This is an optimization exercise on Yosys and OpenROAD, whose aim is small area, not a production implementation. No functional check of the RTL was part of this run. Power figures rest on the tool's default switching activity, not on a simulated workload.

### flow/config.mk
export PLATFORM = sky130hd
export DESIGN_NAME = ELEVATOR_TOP
export DESIGN_NICKNAME = ELEVATOR_TOP
export VERILOG_FILES = /design/flow/design.v
export SDC_FILE = /design/flow/constraint.sdc
export NUM_CORES = 4
export LEC_CHECK = 0
export CAP_MARGIN = 20
export CORE_MARGIN = 2
export CORE_UTILIZATION = 40
export SLEW_MARGIN = 20
### flow/constraint.sdc
create_clock -name core_clock -period 25.0 [get_ports {CLK}]
set_input_delay 5.0000 -clock core_clock [delete_from_list [all_inputs] [get_ports {CLK}]]
set_output_delay 5.0000 -clock core_clock [all_outputs]
set_load 0.01 [all_outputs]
### flow/design.v
module debouncer (
    input CLK,
    input RST_N,
    input btn_in,   
    output reg btn_out 
);
    parameter CLK_FREQ = 50_000_000;
    parameter DB_TARGET = 20;  
    reg [4:0] db_cnt;
    reg btn_sync1, btn_sync2, btn_stable;
    always @(posedge CLK or negedge RST_N) begin
        if (!RST_N) begin
            btn_sync1 <= 0;
            btn_sync2 <= 0;
            btn_stable <= 0;
            db_cnt <= 0;
            btn_out <= 0;
        end else begin
            btn_sync1 <= btn_in;
            btn_sync2 <= btn_sync1;
            if (btn_sync2 != btn_stable) begin
                db_cnt <= db_cnt + 20'b1;  
                if (db_cnt == DB_TARGET - 1) begin
                    btn_stable <= btn_sync2; 
                    db_cnt <= 0;
                end
            end else begin
                db_cnt <= 0;  
            end
            btn_out <= btn_stable;
        end
    end
endmodule
module UART_RX(
    input RX,
    input CLK,
    input RST_N,
    output reg [5:0] FLOOR,
    output reg HALLup,  
    output reg HALLdown,  
    output reg CARcall,  
    output reg ERR  
);
parameter CLKRATE = 4'd8;  
parameter HALFCLK = 4'd4;
localparam IDLE = 3'd0;  
localparam START = 3'd1;  
localparam DATA = 3'd2;  
localparam STOP = 3'd3;  
reg [2:0] rx_state;  
reg [2:0] clk_cnt; 
reg [2:0] bit_cnt;  
reg [7:0] rx_byte; 
reg rx_done;  
reg [7:0] rx_buffer [0:7];  
reg [2:0] rx_buffer_idx;  
reg rx_buffer_rdy;  
reg [2:0] cmd_len;  
reg [5:0] parsed_floor_num;  
reg [3:0] parsed_len; 
reg [7:0] parsed_digit1, parsed_digit0;  
always @(posedge CLK or negedge RST_N) begin
    if (!RST_N) begin
        rx_state <= IDLE;
        clk_cnt <= 10'd0;
        bit_cnt <= 3'd0;
        rx_byte <= 8'd0;
        rx_done <= 1'b0;
        rx_buffer_idx <= 3'd0;
        rx_buffer_rdy <= 1'b0;
        cmd_len <= 3'd0;
        HALLup <= 1'b0;
        HALLdown <= 1'b0;
        CARcall <= 1'b0;
        ERR <= 1'b0;
        FLOOR <= 6'd0;
    end else begin
        rx_done <= 1'b0;
        rx_buffer_rdy <= 1'b0;
        HALLup <= 1'b0;
        HALLdown <= 1'b0;
        CARcall <= 1'b0;
        ERR <= 1'b0;
        case (rx_state)
            IDLE: begin  
                if (RX == 1'b0) begin
                    rx_state <= START;
                    clk_cnt <= 10'd0;
                end
            end
            START: begin 
                if (clk_cnt == HALFCLK) begin  
                    if (RX == 1'b0) begin
                        rx_state <= DATA;
                        clk_cnt <= 10'd0;
                        bit_cnt <= 3'd0;
                    end else begin
                        rx_state <= IDLE;  
                    end
                end else clk_cnt <= clk_cnt + 1'b1;
            end
            DATA: begin
                if (clk_cnt == CLKRATE - 1) begin
                    clk_cnt <= 10'd0;
                    rx_byte[bit_cnt] <= RX; 
                    if (bit_cnt == 3'd7)
                        rx_state <= STOP;  
                    else
                        bit_cnt <= bit_cnt + 1'b1;
                end else clk_cnt <= clk_cnt + 1'b1;
            end
            STOP: begin
                if (clk_cnt == CLKRATE - 1) begin
                    if (RX == 1'b1) rx_done <= 1'b1;  
                    rx_state <= IDLE;
                    clk_cnt <= 10'd0;
                end else clk_cnt <= clk_cnt + 1'b1;
            end
        endcase
        if (rx_done) begin  
            if (rx_byte == 8'h0D) begin   
                rx_buffer_rdy <= 1'b1;
                cmd_len <= rx_buffer_idx;
                rx_buffer_idx <= 3'd0;
            end else if (rx_buffer_idx < 3'd7) begin
                rx_buffer[rx_buffer_idx] <= rx_byte;
                rx_buffer_idx <= rx_buffer_idx + 1'b1;
            end
        end
        if (rx_buffer_rdy) begin
            parsed_floor_num = 6'd0;  
            if (rx_buffer[0] == 8'h43) begin   
                parsed_len = (cmd_len - 1) - 3'd1 + 1'd1;  
                if (parsed_len == 1) begin
                    parsed_digit0 = rx_buffer[3'd1] - 8'd48;  
                    if (parsed_digit0 <= 9)
                        parsed_floor_num = parsed_digit0;
                end else if (parsed_len == 2) begin
                    parsed_digit1 = rx_buffer[3'd1] - 8'd48;      
                    parsed_digit0 = rx_buffer[3'd1 + 1] - 8'd48;  
                    if (parsed_digit1 <= 9 && parsed_digit0 <= 9)
                        parsed_floor_num = (parsed_digit1 * 10) + parsed_digit0;
                end
                if (parsed_floor_num < 1 || parsed_floor_num > 32)
                    parsed_floor_num = 6'd0;  
                if (parsed_floor_num >= 1 && parsed_floor_num <= 32) begin
                    CARcall <= 1'b1;
                    FLOOR <= parsed_floor_num;
                end else ERR <= 1'b1;
            end else if (cmd_len >= 3 && 
                         rx_buffer[cmd_len-2] == 8'h55 &&  
                         rx_buffer[cmd_len-1] == 8'h50) begin  
                parsed_len = (cmd_len - 3) - 3'd0 + 1'd1;  
                if (parsed_len == 1) begin
                    parsed_digit0 = rx_buffer[3'd0] - 8'd48;  
                    if (parsed_digit0 <= 9)
                        parsed_floor_num = parsed_digit0;
                end else if (parsed_len == 2) begin
                    parsed_digit1 = rx_buffer[3'd0] - 8'd48;      
                    parsed_digit0 = rx_buffer[3'd0 + 1] - 8'd48;  
                    if (parsed_digit1 <= 9 && parsed_digit0 <= 9)
                        parsed_floor_num = (parsed_digit1 * 10) + parsed_digit0;
                end
                if (parsed_floor_num < 1 || parsed_floor_num > 32)
                    parsed_floor_num = 6'd0;  
                if (parsed_floor_num >= 1 && parsed_floor_num <= 32) begin
                    HALLup <= 1'b1;
                    FLOOR <= parsed_floor_num;
                end else ERR <= 1'b1;
            end else if (cmd_len >= 5 && 
                         rx_buffer[cmd_len-4] == 8'h44 &&  
                         rx_buffer[cmd_len-3] == 8'h4F &&  
                         rx_buffer[cmd_len-2] == 8'h57 &&  
                         rx_buffer[cmd_len-1] == 8'h4E) begin  
                parsed_len = (cmd_len - 5) - 3'd0 + 1'd1;  
                if (parsed_len == 1) begin
                    parsed_digit0 = rx_buffer[3'd0] - 8'd48; 
                    if (parsed_digit0 <= 9)
                        parsed_floor_num = parsed_digit0;
                end else if (parsed_len == 2) begin
                    parsed_digit1 = rx_buffer[3'd0] - 8'd48;     
                    parsed_digit0 = rx_buffer[3'd0 + 1] - 8'd48; 
                    if (parsed_digit1 <= 9 && parsed_digit0 <= 9)
                        parsed_floor_num = (parsed_digit1 * 10) + parsed_digit0;
                end
                if (parsed_floor_num < 1 || parsed_floor_num > 32)
                    parsed_floor_num = 6'd0;  
                if (parsed_floor_num >= 1 && parsed_floor_num <= 32) begin
                    HALLdown <= 1'b1;
                    FLOOR <= parsed_floor_num;
                end else ERR <= 1'b1;
            end else ERR <= 1'b1;  
        end
    end
end
endmodule
module UART_TX (
output reg TX,
input [5:0] FLOOR,     
input [1:0] DIR,       
input ERR,
input CLK,
input RST_N,
input TX_temp_stop     
);
parameter CLKRATE = 4'd8;  
parameter T_TICK  = 11'd2000;  
reg [10:0] sec_counter;
reg one_sec_tick; 
always @(posedge CLK or negedge RST_N) begin
if (!RST_N) begin
sec_counter   <= 26'd0;
one_sec_tick  <= 1'b0;
end else if (sec_counter >= T_TICK - 1) begin
sec_counter   <= 26'd0;
one_sec_tick  <= 1'b1;
end else begin
sec_counter   <= sec_counter + 1'b1;
one_sec_tick  <= 1'b0;
end
end
reg [2:0] cnt;
reg tick;
always @(posedge CLK or negedge RST_N) begin
if (!RST_N) begin
cnt  <= 16'd0;
tick <= 1'b0;
end else if (cnt >= CLKRATE - 1) begin
cnt  <= 16'd0;
tick <= 1'b1;
end else begin
cnt  <= cnt + 1'b1;
tick <= 1'b0;
end
end
reg [7:0] msg [0:31]; 
reg [5:0] len;  
reg [5:0] msg_idx;  
reg [3:0] bit_idx;  
reg tx_busy;  
reg abort_req;
reg [7:0] floor_tens;
reg [7:0] floor_ones;
always @(posedge CLK or negedge RST_N) begin
if (!RST_N) begin
TX       <= 1'b1;
tx_busy  <= 1'b0;
msg_idx  <= 6'd0;
bit_idx  <= 4'd0;
len      <= 6'd0;
abort_req<= 1'b0;
end else begin
if (TX_temp_stop && tx_busy)
abort_req <= 1'b1;
    if (ERR && !tx_busy && !TX_temp_stop) begin
        msg[0]  <= "E";
        msg[1]  <= "R"; msg[2]  <= "R"; msg[3]  <= ":";
        msg[4]  <= "C"; msg[5]  <= "M";
        msg[6]  <= "D";
        msg[7]  <= "\r"; msg[8] <= "\n";  
        len     <= 6'd9;     
        tx_busy <= 1'b1;
        msg_idx <= 6'd0;
        bit_idx <= 4'd0;
    end
    else if (!ERR && one_sec_tick && !tx_busy && !TX_temp_stop) begin
        floor_tens = (FLOOR / 10) + 8'd48;
        floor_ones = (FLOOR % 10) + 8'd48;
        msg[0]  <= "F";
        msg[1]  <= ":";
        msg[2]  <= floor_tens;
        msg[3]  <= floor_ones;
        msg[4]  <= ",";
        msg[5]  <= "D";
        msg[6]  <= "I";
        msg[7]  <= "R";
        msg[8]  <= ":";
        case(DIR)
            2'b00: begin  
                msg[9]  <= "U";
                msg[10] <= "P";
                msg[11] <= "\r";
                msg[12] <= "\n";
                len     <= 6'd13;
            end
            2'b01: begin  
                msg[9]  <= "S";
                msg[10] <= "T";
                msg[11] <= "O";
                msg[12] <= "P";
                msg[13] <= "\r";
                msg[14] <= "\n";
                len     <= 6'd15;
            end
            2'b10: begin  
                msg[9]  <= "D";
                msg[10] <= "O";
                msg[11] <= "W";
                msg[12] <= "N";
                msg[13] <= "\r";
                msg[14] <= "\n";
                len     <= 6'd15;
            end
            default: begin  
                msg[9]  <= "?";
                msg[10] <= "\r";
                msg[11] <= "\n";
                len     <= 6'd12;
            end
        endcase
        tx_busy <= 1'b1;
        msg_idx <= 6'd0;
        bit_idx <= 4'd0;
    end
    if (tick) begin
        if (tx_busy) begin
            case (bit_idx)
                4'd0:  TX <= 1'b0;  
                4'd1, 4'd2, 4'd3, 4'd4, 4'd5, 4'd6, 4'd7, 4'd8:
                       TX <= msg[msg_idx][bit_idx-1];
                4'd9:  TX <= 1'b1;   
                default: TX <= 1'b1;
            endcase
            if (bit_idx == 4'd9) begin
                bit_idx <= 4'd0;  
                if (abort_req) begin
                    tx_busy   <= 1'b0;
                    abort_req <= 1'b0;
                end else if (msg_idx < len - 1) begin
                    msg_idx <= msg_idx + 1'b1;
                end else begin
                    tx_busy <= 1'b0;  
                end
            end else begin
                bit_idx <= bit_idx + 1'b1;
            end
        end else begin
            TX <= 1'b1;
            if (!TX_temp_stop)
                abort_req <= 1'b0;
        end
    end
end
end
endmodule
module elevator_controller (
input CLK,
input RST_N,
input BTN_OPEN_db,
input BTN_CLOSE_db,
input EMG_STOP,
input UART_RX,  
input TX_temp_stop_db,  
output UART_TX, 
output reg MOTOR_UP,
output reg MOTOR_DN,
output reg DOOR_OPEN_DRV,
output reg DOOR_CLOSE_DRV,
output [5:0] o_current_floor,
output [1:0] o_report_dir
);
localparam TICK         = 2000;  
 localparam BAUD_RATE         = 115200; 
localparam DOOR_TIME         = 1*TICK; 
localparam DWELL_TIME        = 3*TICK; 
localparam FLOOR_TRAVEL_TIME = 2*TICK; 
localparam MIN_FLOOR         = 1;
localparam MAX_FLOOR         = 32;
localparam FLOOR_BITS        = 6;
localparam START_FLOOR       = 6'd1;
localparam S_IDLE_STOP    = 4'd0;
localparam S_DOOR_OPEN    = 4'd1;  
localparam S_DWELL        = 4'd2;
localparam S_DOOR_CLOSE   = 4'd3;  
localparam S_MOVING_UP    = 4'd4;
localparam S_MOVING_DOWN  = 4'd5;  
localparam S_EMG_STOP     = 4'd6;
localparam DIR_UP   = 2'b00;
localparam DIR_STOP = 2'b01;
localparam DIR_DOWN = 2'b10;
reg [FLOOR_BITS-1:0] current_floor;
reg [3:0] state, next_state;
reg [12:0] timer;
reg [1:0] current_dir;
reg [1:0] report_dir;
reg [3:0]  saved_state;
reg [12:0] saved_timer;
reg [3:0]  resume_state;
reg        resume_pending;
reg [1:0] next_dir;
reg        timer_load_req_c;
reg [12:0] timer_load_value_c;
reg close_req;
reg [MAX_FLOOR:MIN_FLOOR] hall_up_calls;  
reg [MAX_FLOOR:MIN_FLOOR] hall_down_calls;
reg [MAX_FLOOR:MIN_FLOOR] car_calls;  
wire [FLOOR_BITS-1:0] rx_floor;  
wire rx_hall_up, rx_hall_down, rx_car_call, rx_err_pulse;  
reg  tx_err_req;  
 UART_RX i_uart_rx (
 .CLK(CLK), .RST_N(RST_N), .RX(UART_RX),
 .FLOOR(rx_floor), .HALLup(rx_hall_up), .HALLdown(rx_hall_down),
 .CARcall(rx_car_call), .ERR(rx_err_pulse)
 );
 UART_TX i_uart_tx (
 .CLK(CLK), .RST_N(RST_N), .FLOOR(current_floor),
 .DIR(report_dir), .ERR(tx_err_req), .TX(UART_TX), .TX_temp_stop(TX_temp_stop_db)
 );
reg clr_hall_up_c, clr_hall_down_c;
always @(posedge CLK or negedge RST_N) begin
integer k;
if (!RST_N) begin
    state           <= S_IDLE_STOP;
    current_floor   <= START_FLOOR;
    timer           <= 32'd0;
    current_dir     <= DIR_STOP;
    hall_up_calls   <= 'b0;
    hall_down_calls <= 'b0;
    car_calls       <= 'b0;
    tx_err_req      <= 1'b0; 
    saved_state     <= S_IDLE_STOP;
    saved_timer     <= 32'd0;
    resume_state    <= S_IDLE_STOP;
    resume_pending  <= 1'b0;
    close_req       <= 1'b0;
end else begin
    if (EMG_STOP) begin
        if (state != S_EMG_STOP) begin
            saved_state <= state;
            saved_timer <= timer;
        end
        state          <= S_EMG_STOP;
        current_dir    <= DIR_STOP;
        resume_pending <= 1'b0;    
        close_req      <= 1'b0;
    end else begin
        state <= next_state;
       current_dir <= next_dir;
       if (state != next_state) begin
           if (timer_load_req_c)
               timer <= timer_load_value_c;
           else
               timer <= 32'd0;
       end else begin
            case (state)
                S_MOVING_UP, S_MOVING_DOWN, S_DOOR_OPEN, S_DOOR_CLOSE:
                    timer <= timer + 1; 
                S_DWELL: begin
                    if (BTN_OPEN_db) timer <= 32'd0; 
                    else              timer <= timer + 1; 
                end
                default: timer <= 32'd0; 
            endcase
		 end
        if (state == S_EMG_STOP && next_state == S_IDLE_STOP) begin
            resume_state   <= saved_state;
            if (saved_state == S_DOOR_OPEN  ||
                saved_state == S_DOOR_CLOSE ||
                saved_state == S_DWELL      ||
                saved_state == S_MOVING_UP  ||
                saved_state == S_MOVING_DOWN) begin
                resume_pending <= 1'b1;
            end else begin
                resume_pending <= 1'b0;
            end
        end
        if (state == S_IDLE_STOP && resume_pending && next_state == resume_state) begin
            resume_pending <= 1'b0;
        end
        if (state == S_DOOR_OPEN || state == S_DWELL) begin
            if (BTN_OPEN_db)       close_req <= 1'b0;
            else if (BTN_CLOSE_db) close_req <= 1'b1;
        end
        if (next_state == S_DOOR_CLOSE) close_req <= 1'b0;
        if (state == S_MOVING_UP && next_state == S_IDLE_STOP && current_floor < MAX_FLOOR)
            current_floor <= current_floor + 1'd1;
        if (state == S_MOVING_DOWN && next_state == S_IDLE_STOP && current_floor > MIN_FLOOR)
            current_floor <= current_floor - 1'd1;
         if (rx_hall_up   && rx_floor >= MIN_FLOOR && rx_floor <= MAX_FLOOR) hall_up_calls[rx_floor]   <= 1'b1; 
         if (rx_hall_down && rx_floor >= MIN_FLOOR && rx_floor <= MAX_FLOOR) hall_down_calls[rx_floor] <= 1'b1; 
         if (rx_car_call  && rx_floor >= MIN_FLOOR && rx_floor <= MAX_FLOOR) car_calls[rx_floor]       <= 1'b1; 
         if (rx_err_pulse) tx_err_req <= 1'b1; 
         else              tx_err_req <= 1'b0; 
        if (next_state == S_DOOR_OPEN && state != S_DOOR_OPEN) begin
            car_calls[current_floor] <= 1'b0;
            if (clr_hall_up_c)   hall_up_calls[current_floor]   <= 1'b0;
            if (clr_hall_down_c) hall_down_calls[current_floor] <= 1'b0;
        end
    end
end
end
always @(*) begin
reg stop_here;  
reg call_in_dir_up;  
reg call_in_dir_down;  
reg any_call_above;  
reg any_call_below;  
integer i;
reg [FLOOR_BITS-1:0] closest_call_above;  
reg [FLOOR_BITS-1:0] closest_call_below;  
reg [FLOOR_BITS-1:0] dist_up;  
reg [FLOOR_BITS-1:0] dist_down;
reg is_highest_call;  
reg is_lowest_call; 
stop_here = 1'b0;
call_in_dir_up = 1'b0;
call_in_dir_down = 1'b0;
any_call_above = 1'b0;
any_call_below = 1'b0;
closest_call_above = current_floor;
closest_call_below = current_floor;
timer_load_req_c   = 1'b0;
timer_load_value_c = 32'd0;
clr_hall_up_c   = 1'b0;
clr_hall_down_c = 1'b0;
for (i = MIN_FLOOR; i <= MAX_FLOOR; i = i + 1) begin
    if (i > current_floor) begin
        if (hall_up_calls[i] || hall_down_calls[i] || car_calls[i]) begin
            any_call_above = 1'b1;
            if (closest_call_above == current_floor) closest_call_above = i;
            else if (i < closest_call_above) closest_call_above = i;
        end
        if (hall_up_calls[i] || car_calls[i]) call_in_dir_up = 1'b1;
    end else if (i < current_floor) begin
        if (hall_up_calls[i] || hall_down_calls[i] || car_calls[i]) begin
            any_call_below = 1'b1;
            if (closest_call_below == current_floor) closest_call_below = i;
            else if (i > closest_call_below) closest_call_below = i;
        end
        if (hall_down_calls[i] || car_calls[i]) call_in_dir_down = 1'b1;
    end
end
is_highest_call = (hall_up_calls[current_floor] || hall_down_calls[current_floor] || car_calls[current_floor]) && !any_call_above;
is_lowest_call  = (hall_up_calls[current_floor] || hall_down_calls[current_floor] || car_calls[current_floor]) && !any_call_below;
stop_here = (car_calls[current_floor]) ||
            (hall_up_calls[current_floor] && current_dir != DIR_DOWN) ||
            (hall_down_calls[current_floor] && current_dir != DIR_UP) ||
            (current_dir == DIR_UP && is_highest_call) ||
            (current_dir == DIR_DOWN && is_lowest_call) ||
            (current_dir == DIR_STOP && (hall_up_calls[current_floor] || hall_down_calls[current_floor]));
next_dir = current_dir;
next_state    = state;
MOTOR_UP      = 1'b0;
MOTOR_DN    = 1'b0;
DOOR_OPEN_DRV = 1'b0;
DOOR_CLOSE_DRV= 1'b0;
case (state)
S_IDLE_STOP: begin
            if (resume_pending) begin
                next_state = resume_state;  
                if (resume_state == S_MOVING_UP)
                    next_dir = DIR_UP;
                else if (resume_state == S_MOVING_DOWN)
                    next_dir = DIR_DOWN;
                else
                    next_dir = DIR_STOP;  
                if (resume_state == S_DOOR_OPEN || resume_state == S_DOOR_CLOSE) begin
                    timer_load_req_c   = 1'b1;
                    timer_load_value_c = 32'd0;  
                end else if (resume_state == S_DWELL ||
                             resume_state == S_MOVING_UP ||
                             resume_state == S_MOVING_DOWN) begin
                    timer_load_req_c   = 1'b1;
                    timer_load_value_c = saved_timer;
                end
            end else if (stop_here) begin  
                next_state = S_DOOR_OPEN;
            end else if (current_dir == DIR_UP) begin  
                if (any_call_above) begin  
                    next_state = S_MOVING_UP;
                end else if (any_call_below) begin  
                    next_state = S_MOVING_DOWN;
                    next_dir   = DIR_DOWN;  
                end else begin
                    next_dir = DIR_STOP;  
                end
            end else if (current_dir == DIR_DOWN) begin  
                if (any_call_below) begin  
                    next_state = S_MOVING_DOWN;
                end else if (any_call_above) begin  
                    next_state = S_MOVING_UP;
                    next_dir   = DIR_UP;  
                end else begin
                    next_dir = DIR_STOP;  
                end
            end else begin  
                if (any_call_above && !any_call_below) begin
                    next_state = S_MOVING_UP; 
                    next_dir   = DIR_UP;  
                end else if (!any_call_above && any_call_below) begin
                    next_state = S_MOVING_DOWN;
                    next_dir   = DIR_DOWN;  
                end else if (any_call_above && any_call_below) begin
                    dist_up   = closest_call_above - current_floor;
                    dist_down = current_floor - closest_call_below;
                    if (dist_up <= dist_down) begin  
                        next_state = S_MOVING_UP;
                        next_dir   = DIR_UP;  
                   end else begin
						  next_state = S_MOVING_DOWN;
                    next_dir   = DIR_DOWN;  
                    end
                end
            end
        end
    S_MOVING_UP: begin
        MOTOR_UP = 1'b1;  
		  next_dir = DIR_UP;
        if (current_floor >= MAX_FLOOR || timer >= FLOOR_TRAVEL_TIME - 1)
            next_state = S_IDLE_STOP;
    end
    S_MOVING_DOWN: begin
        MOTOR_DN = 1'b1;  
		  next_dir = DIR_DOWN;
        if (current_floor <= MIN_FLOOR || timer >= FLOOR_TRAVEL_TIME - 1)
            next_state = S_IDLE_STOP;
    end
    S_DOOR_OPEN: begin
        DOOR_OPEN_DRV = 1'b1;
        if (timer >= DOOR_TIME - 1) begin
            if (close_req || BTN_CLOSE_db) next_state = S_DOOR_CLOSE;  
            else                           next_state = S_DWELL;       
        end
    end
    S_DWELL: begin
        DOOR_OPEN_DRV = 1'b1;
        if (BTN_OPEN_db) begin
            next_state = S_DOOR_OPEN;                 
        end else if (BTN_CLOSE_db || close_req) begin
            next_state = S_DOOR_CLOSE;            
        end else if (timer >= DWELL_TIME - 1) begin
            next_state = S_DOOR_CLOSE;            
        end
    end
    S_DOOR_CLOSE: begin
        DOOR_CLOSE_DRV = 1'b1;
        if (BTN_OPEN_db) next_state = S_DOOR_OPEN;                
        else if (timer >= DOOR_TIME - 1) next_state = S_IDLE_STOP;  
    end
    S_EMG_STOP: begin
	 next_dir = DIR_STOP;
        if (!EMG_STOP) next_state = S_IDLE_STOP;  
    end
endcase
case (state)
    S_MOVING_UP:   report_dir = DIR_UP;
    S_MOVING_DOWN: report_dir = DIR_DOWN;
    default:       report_dir = DIR_STOP;
endcase
if (state != S_DOOR_OPEN && next_state == S_DOOR_OPEN) begin
    reg at_up, at_dn;
    at_up = hall_up_calls[current_floor];  
    at_dn = hall_down_calls[current_floor]; 
    if (at_up || at_dn) begin
        if (at_up && at_dn) begin
            if (current_dir == DIR_UP) begin
                if (any_call_above) begin
                    clr_hall_up_c   = 1'b1;
                    clr_hall_down_c = 1'b0;
                end else begin
                    clr_hall_up_c   = 1'b1;
                    clr_hall_down_c = 1'b1;
                end
            end else if (current_dir == DIR_DOWN) begin
                if (any_call_below) begin
                    clr_hall_up_c   = 1'b0;
                    clr_hall_down_c = 1'b1;
                end else begin
                    clr_hall_up_c   = 1'b1;
                    clr_hall_down_c = 1'b1;
                end
            end else begin
                if (any_call_above && !any_call_below) begin
                    clr_hall_up_c   = 1'b1;
                    clr_hall_down_c = 1'b0;
                end else if (!any_call_above && any_call_below) begin
                    clr_hall_up_c   = 1'b0;
                    clr_hall_down_c = 1'b1;
                end else if (any_call_above && any_call_below) begin
                    dist_up   = closest_call_above - current_floor;
                    dist_down = current_floor - closest_call_below;
                    if (dist_up < dist_down) begin
                        clr_hall_up_c   = 1'b1; clr_hall_down_c = 1'b0;
                    end else begin
                        clr_hall_up_c   = 1'b0; clr_hall_down_c = 1'b1;
                    end
                end else begin
                    clr_hall_up_c   = 1'b1;
                    clr_hall_down_c = 1'b1;
                end
            end
        end else begin
            clr_hall_up_c   = at_up;
            clr_hall_down_c = at_dn;
        end
    end
end
if (MOTOR_UP && MOTOR_DN) begin
    MOTOR_UP = 1'b0;
    MOTOR_DN = 1'b0;
end
if (DOOR_OPEN_DRV && DOOR_CLOSE_DRV) begin
    DOOR_OPEN_DRV = 1'b0;
    DOOR_CLOSE_DRV = 1'b0;
end
if (DOOR_OPEN_DRV || state == S_DWELL || state == S_DOOR_OPEN) begin
    MOTOR_UP = 1'b0;
    MOTOR_DN = 1'b0;
end
end
assign o_current_floor = current_floor;
assign o_report_dir    = report_dir;
endmodule
module elevator_display_controller (
    input [5:0] current_floor,    
    input [1:0] report_dir,       
    output reg [6:0] HEX7_O,  
    output reg [6:0] HEX6_O,  
    output      [6:0] HEX5_O,     
    output      [6:0] HEX4_O,     
    output reg [6:0] HEX3_O,
    output reg [6:0] HEX2_O,
    output reg [6:0] HEX1_O,
    output reg [6:0] HEX0_O
);
localparam SEG_0 = 7'b1000000;
localparam SEG_1 = 7'b1111001;
localparam SEG_2 = 7'b0100100;
localparam SEG_3 = 7'b0110000;
localparam SEG_4 = 7'b0011001;
localparam SEG_5 = 7'b0010010;
localparam SEG_6 = 7'b0000010;
localparam SEG_7 = 7'b1111000;
localparam SEG_8 = 7'b0000000;
localparam SEG_9 = 7'b0010000;
localparam SEG_U = 7'b1000001;
localparam SEG_P = 7'b0001100;
localparam SEG_D = 7'b0100001;
localparam SEG_O = 7'b1000000;
localparam SEG_W = 7'b0010101;
localparam SEG_N = 7'b0101011;
localparam SEG_S = 7'b0010010;
localparam SEG_T = 7'b0000111;
localparam SEG_BLANK = 7'b1111111;
function [6:0] bcd_to_seg;
    input [3:0] bin;
    begin
        case (bin)
            4'd0: bcd_to_seg = SEG_0;
            4'd1: bcd_to_seg = SEG_1;
            4'd2: bcd_to_seg = SEG_2;
            4'd3: bcd_to_seg = SEG_3;
            4'd4: bcd_to_seg = SEG_4;
            4'd5: bcd_to_seg = SEG_5;
            4'd6: bcd_to_seg = SEG_6;
            4'd7: bcd_to_seg = SEG_7;
            4'd8: bcd_to_seg = SEG_8;
            4'd9: bcd_to_seg = SEG_9;
            default: bcd_to_seg = SEG_BLANK;
        endcase
    end
endfunction
wire [3:0] floor_tens = current_floor / 10;
wire [3:0] floor_ones = current_floor % 10;   
assign HEX5_O = bcd_to_seg(floor_tens);
assign HEX4_O = bcd_to_seg(floor_ones);
always @(*) begin
    case (report_dir)
        2'b00: begin   
            HEX7_O = SEG_U;
            HEX6_O = SEG_P;
            HEX3_O = SEG_BLANK;
            HEX2_O = SEG_BLANK;
            HEX1_O = SEG_BLANK;
            HEX0_O = SEG_BLANK;
        end
        2'b10: begin   
            HEX7_O = SEG_BLANK;
            HEX6_O = SEG_BLANK;
            HEX3_O = SEG_D;
            HEX2_O = SEG_O;
            HEX1_O = SEG_W;
            HEX0_O = SEG_N;
        end
        default: begin   
            HEX7_O = SEG_BLANK;
            HEX6_O = SEG_BLANK;
            HEX3_O = SEG_S;
            HEX2_O = SEG_T;
            HEX1_O = SEG_O;
            HEX0_O = SEG_P;
        end
    endcase
end
endmodule
module ELEVATOR_TOP (
    input CLK,
    input RST_N,
    input BTN_OPEN,
    input BTN_CLOSE,
    input EMG_STOP,  
    input UART_RXD, 
    input BTN_TX_STOP,
    output UART_TXD, 
    output [6:0] HEX0,
    output [6:0] HEX1,
    output [6:0] HEX2,
    output [6:0] HEX3,
    output [6:0] HEX4,
    output [6:0] HEX5,
    output [6:0] HEX6,
    output [6:0] HEX7,
    output MOTOR_UP,
    output MOTOR_DN,
    output DOOR_OPEN_DRV,
    output DOOR_CLOSE_DRV  
);
    wire [5:0] floor_w;
    wire [1:0] dir_w;
    wire btn_open_db;
    wire btn_close_db;
    wire btn_emg_db;
    wire tx_stop_db;  
    debouncer db_open (
        .CLK     (CLK),
        .RST_N    (RST_N),
        .btn_in  (~BTN_OPEN),      
        .btn_out (btn_open_db)
    );
    debouncer db_close (
        .CLK     (CLK),
        .RST_N    (RST_N),
        .btn_in  (~BTN_CLOSE),     
        .btn_out (btn_close_db)
    );
    debouncer db_emg (
        .CLK     (CLK),
        .RST_N    (RST_N),
        .btn_in  (~EMG_STOP),      
        .btn_out (btn_emg_db)
    );
  debouncer db_txstop (  
 .CLK     (CLK),
 .RST_N    (RST_N),
 .btn_in  (~BTN_TX_STOP),
 .btn_out (tx_stop_db)
 );
    elevator_controller i_controller ( 
        .CLK (CLK), 
        .RST_N (RST_N), 
        .BTN_OPEN_db (btn_open_db), 
        .BTN_CLOSE_db (btn_close_db), 
        .EMG_STOP (btn_emg_db), 
         .UART_RX (UART_RXD),  
         .TX_temp_stop_db(tx_stop_db),  
        .UART_TX (UART_TXD),  
        .MOTOR_UP (MOTOR_UP), 
        .MOTOR_DN (MOTOR_DN), 
        .DOOR_OPEN_DRV (DOOR_OPEN_DRV), 
        .DOOR_CLOSE_DRV (DOOR_CLOSE_DRV), 
        .o_current_floor(floor_w), 
        .o_report_dir (dir_w) 
    );
 elevator_display_controller i_display ( 
         .current_floor (floor_w),
         .report_dir    (dir_w),
         .HEX7_O        (HEX7),
         .HEX6_O        (HEX6),
         .HEX5_O        (HEX5),
         .HEX4_O        (HEX4),
         .HEX3_O        (HEX3),
         .HEX2_O        (HEX2),
         .HEX1_O        (HEX1),
         .HEX0_O        (HEX0)
       );
endmodule
### flow/run.sh
#!/bin/bash
# synth_recipe.tcl (not shown) runs the flow's synth.tcl, then flattens the netlist and writes it again
# the make line also repeats each setting of config.mk as NAME=value (left out here)
make -C /OpenROAD-flow-scripts/flow DESIGN_CONFIG=/design/flow/config.mk WORK_HOME=/design/flow/orfs CLKGATE_MAP_FILE= SYNTH_SCRIPT=/design/flow/synth_recipe.tcl finish
==> out/summary.txt <==
Post-synthesis sequential area ratio - 31.16%
DR WL/cell - 21.37 um
Min Clock Period, post-route - 19.57 ns
Req. time, crit path - 25.45 ns
Bufs on Longest Clock Path - 3
CTS tree - built
Worst Setup End Kind - flip-flop
Total power - 0.002836 W
Setup CP Type - reg2reg
CTS root buf - clkbuf_16
Fin crit share - 78.28%
First-pass GRT wire length - 148800 um
Gr ovfl total - 0
DRC - 0
Gate power share - 54.8%
Leakage power - 12.00 nW
Non-Filler Instances - 4393
Share of total power in sequential cells - 23.3%
Synth Register Bits - 339
Sw frac - 45.13%
Outcome - finished clean
Max Slew Vio Count - 0
Number of global-route vias before repair - 25940
Crit path DAT - 20.02 ns
Final WL - 93860 um
Initial Util - 40.28%
Largest net degree at the start of global routing - 128
Cells after DPL - 4320
Gr usage total - 24.85%
EDFF count, synth - 91
Worst slew pin tran - 1.131 ns
# diodes - 0
Max-cap violations - 0
DR vias - 27450
Worst hold-check path type - reg2reg
Synth warn - 143
Setup crit start kind - flip-flop
Syn Inst Count - 3474
RSZ-0062 raised after global routing - no
DRT antenna net count - 0
Fmax - 51.10 MHz
DR pass1 iterations - 5
Setup Skew - 0.02771 ns
Die area - 0.07390 mm^2
Cell Int Power - 0.001556 W
Hold Vio Cnt, Final - 0
Main synth FF type - dfrtp_1
Ys async rst share - 73.16%
Setup violators final - 0
CP peak stage delay - 0.84 ns
Initial DRC Count - 3191
Clock power frac - 21.9%
Netlist cell types - 130
Slew headroom - 23.93%
Clock Latency Late Sink - 0.57 ns
DR vias/cell - 6.248
Rows - 98
Die Ht - 271.8 um
Post-synth top area share - 21.37%
Core Area - 0.07124 mm^2
Layout cells sized above 1 - 8.800%
CP max-delay cell - dfrtp_2
Register-to-register setup slack - 5.43 ns
Final Wtd Congestion - 0.9547
Layout fillers - 7097
Worst-path clk slew - 0.06 ns
Area growth, synth to finish - 8.995%
VDD IR-drop max - 150.6 uV
Synthesized area per cell - 8.260 um^2
CTS buffer count - 40
Die width - 271.8 um
Cell mode on critical path - a21oi_1
Cts hold-fix bufs - 0
Post-cts gate resize count - 0
H-tree depth - 2
Ports - 68
Aggregate negative setup slack - 0 ns
Nets - 3549
Initial antenna violation count - 1
Pwr Density - 90.67 mW/mm^2
Area of the mapped netlist - 0.02870 mm^2
DP HPWL - 67440 um
Yosys top cell by area - dfrtp_1
IO buf count - 62
Setup Fix Bufs, Post-CTS - 0
Top cells by area, synth - dfrtp_1 21%, edfxtp_1 9.5%, a21oi_1 5.7%, ha_1 5.5%, nor2_1 5.0%
CTS sink count - 339
Sw power - 0.001280 W
Critical Path Fanout Max - 38
==> stage by stage <==
stage / util, % / area [um^2] / setup WS (ns) / hold WS (ns)
finish: 43.90 / 31280 / 5.430 / 0.3558
global route: 43.90 / 31280 / 3.705 / 0.3724
CTS: 43.90 / 31270 / 5.779 / 0.3596
detailed placement: 41.92 / 29870 / 5.842 / 0.3373
global placement: 41.92 / 29870 / 6.064 / 0.3367
floorplan: - / 28740 / 8.075 / 0.3312
==> per-layer routing <==
metal	up-vias	GRT usage (%)	part of all wire, %
met3	241	4.267	8.0
met4	2	8.820	3.7
met1	13280	34.34	44
li1	12790	-	-
met2	1135	39.12	44
met5	-	0	0.020
==> cells in the mapped netlist (41+ instances only) <==
master	instances
ha_1	125
a21oi_1	326
a211oi_1	48
nand3_1	123
a31oi_1	86
a21o_1	48
nor3_1	129
dfrtp_1	245
o21ai_0	229
nand2_1	321
clkbuf_1	129
nor2_1	383
buf_4	41
edfxtp_1	91
xnor2_1	84
nand2b_1	54
and2_1	48
inv_1	90
==> final cells by class <==
type / instances / area (um^2) / area share (%)
clock inverter: 21 / 266.5 / 0.8521
inverter: 97 / 364.1 / 1.164
sequential: 339 / 8954 / 28.63
multi-input combinational: 2835 / 18450 / 58.99
timing repair buffer: 99 / 915.9 / 2.928
tap: 950 / 1189 / 3.800
clock buffer: 52 / 1137 / 3.636
==> kinds of logic (layout without fill, tap and decap cells) <==
kind of cell	count (synthesis)	in the layout	synth area share (%)
other	2	15	0.02617
and+or+nand+nor	1359	1359	23.56
buffers and inverters	313	269	4.801
adders and majority gates	131	131	5.834
muxes	103	103	5.280
xor gates and xnor gates	119	119	3.724
AOI/OAI and AO/OA	1108	1108	25.61
DFF	339	339	31.16
==> power by group through the flow <==
stage | logic, W | registers (W) | clock network, W
floorplan | 0.00113 | 0.000632 | 0
global placement | 0.00152 | 0.000670 | 0
detailed placement | 0.00152 | 0.000671 | 0
CTS | 0.00153 | 0.000660 | 0.000633
global route | 0.00170 | 0.000666 | 0.000655
finish | 0.00155 | 0.000662 | 0.000620
==> sequential cells by signal, summed over array words and instances, names as in the netlist, 6 cells and up, named ones only <==
| name | flops |
|---|---|
| i_controller.hall_down_calls | 32 |
| i_controller.saved_timer | 13 |
| i_controller.i_uart_tx.msg_idx | 6 |
| i_controller.i_uart_rx.rx_buffer | 64 |
| i_controller.i_uart_rx.FLOOR | 6 |
| i_controller.car_calls | 32 |
| i_controller.i_uart_tx.sec_counter | 11 |
| i_controller.i_uart_rx.rx_byte | 8 |
| i_controller.i_uart_tx.msg | 27 |
| i_controller.hall_up_calls | 32 |
| i_controller.timer | 13 |
| i_controller.current_floor | 6 |
==> cell usage in the layout, fill, tap and decap left out, drive strengths merged, types with 36 or more instances in the layout <==
master,n
nor2,384
a21oi,332
nand2,321
dfrtp,245
o21ai,239
nor3,135
ha,125
nand3,124
inv,97
edfxtp,91
a31oi,88
xnor2,86
clkdlybuf4s50,61
a211oi,56
nand2b,54
clkbuf,52
and2,50
a21o,48
nor4,48
buf,38
or2,38
or3,37
mux2,37
nor2b,36
==> worst max-delay path: cells and delay by family, from the launching register on <==
| family | cells | cell delay, ns |
|---|---|---|
| AO/OA/AOI/OAI | 41 | 11.75 |
| AND/OR/NAND/NOR | 18 | 4.41 |
| adder cells (fa/ha/maj) | 4 | 1.08 |
| flip-flops | 1 | 0.84 |
| buffers and inverters | 3 | 0.67 |
| XOR/XNOR | 4 | 0.64 |
==> path summary, 6_finish.rpt <==
path,startpoint,to,cells after the start
max in group asynchronous,RST_N,i_controller.saved_timer[6],2
setup / recovery,i_controller.current_floor[2],i_controller.current_floor[5],70
hold / removal,db_txstop.btn_sync1,db_txstop.btn_sync2,0
min in group asynchronous,RST_N,db_emg.btn_sync1,1
hold reg to reg,db_txstop.btn_sync1,db_txstop.btn_sync2,0
setup reg to reg,i_controller.current_floor[2],i_controller.current_floor[5],70

afterwards: timing with drivers on the ports:
The flow's constraints put no driver on any port. The routed layout listed below was extracted and timed again, unchanged, in two steps.
Step 1, drivers: a clkbuf_16 drives CLK and a buf_2 each remaining input, both assumed.
Step 2 adds t to the input delays and takes it off the output delays; t is the mean of the earliest and latest rising clock arrival at the registers after step 1. Input paths then give back, and output paths get back, about the clock's delay inside the block.
a / b / c = ideal / step 1 / step 2; a / b = the first two.
t (ns): 0.619
slack for setup (ns): 5.430 / 5.430 / 5.430
worst setup path after step 2: register to register
clock arrival spread, ns: 0.027 / 0.028
worst data-port slew with drivers (ns): 0.09
After both steps setup and hold are still met in this run. For this run, drivers alone change the setup slack by 0.000 ns; drivers and shift together by 0.000 ns.
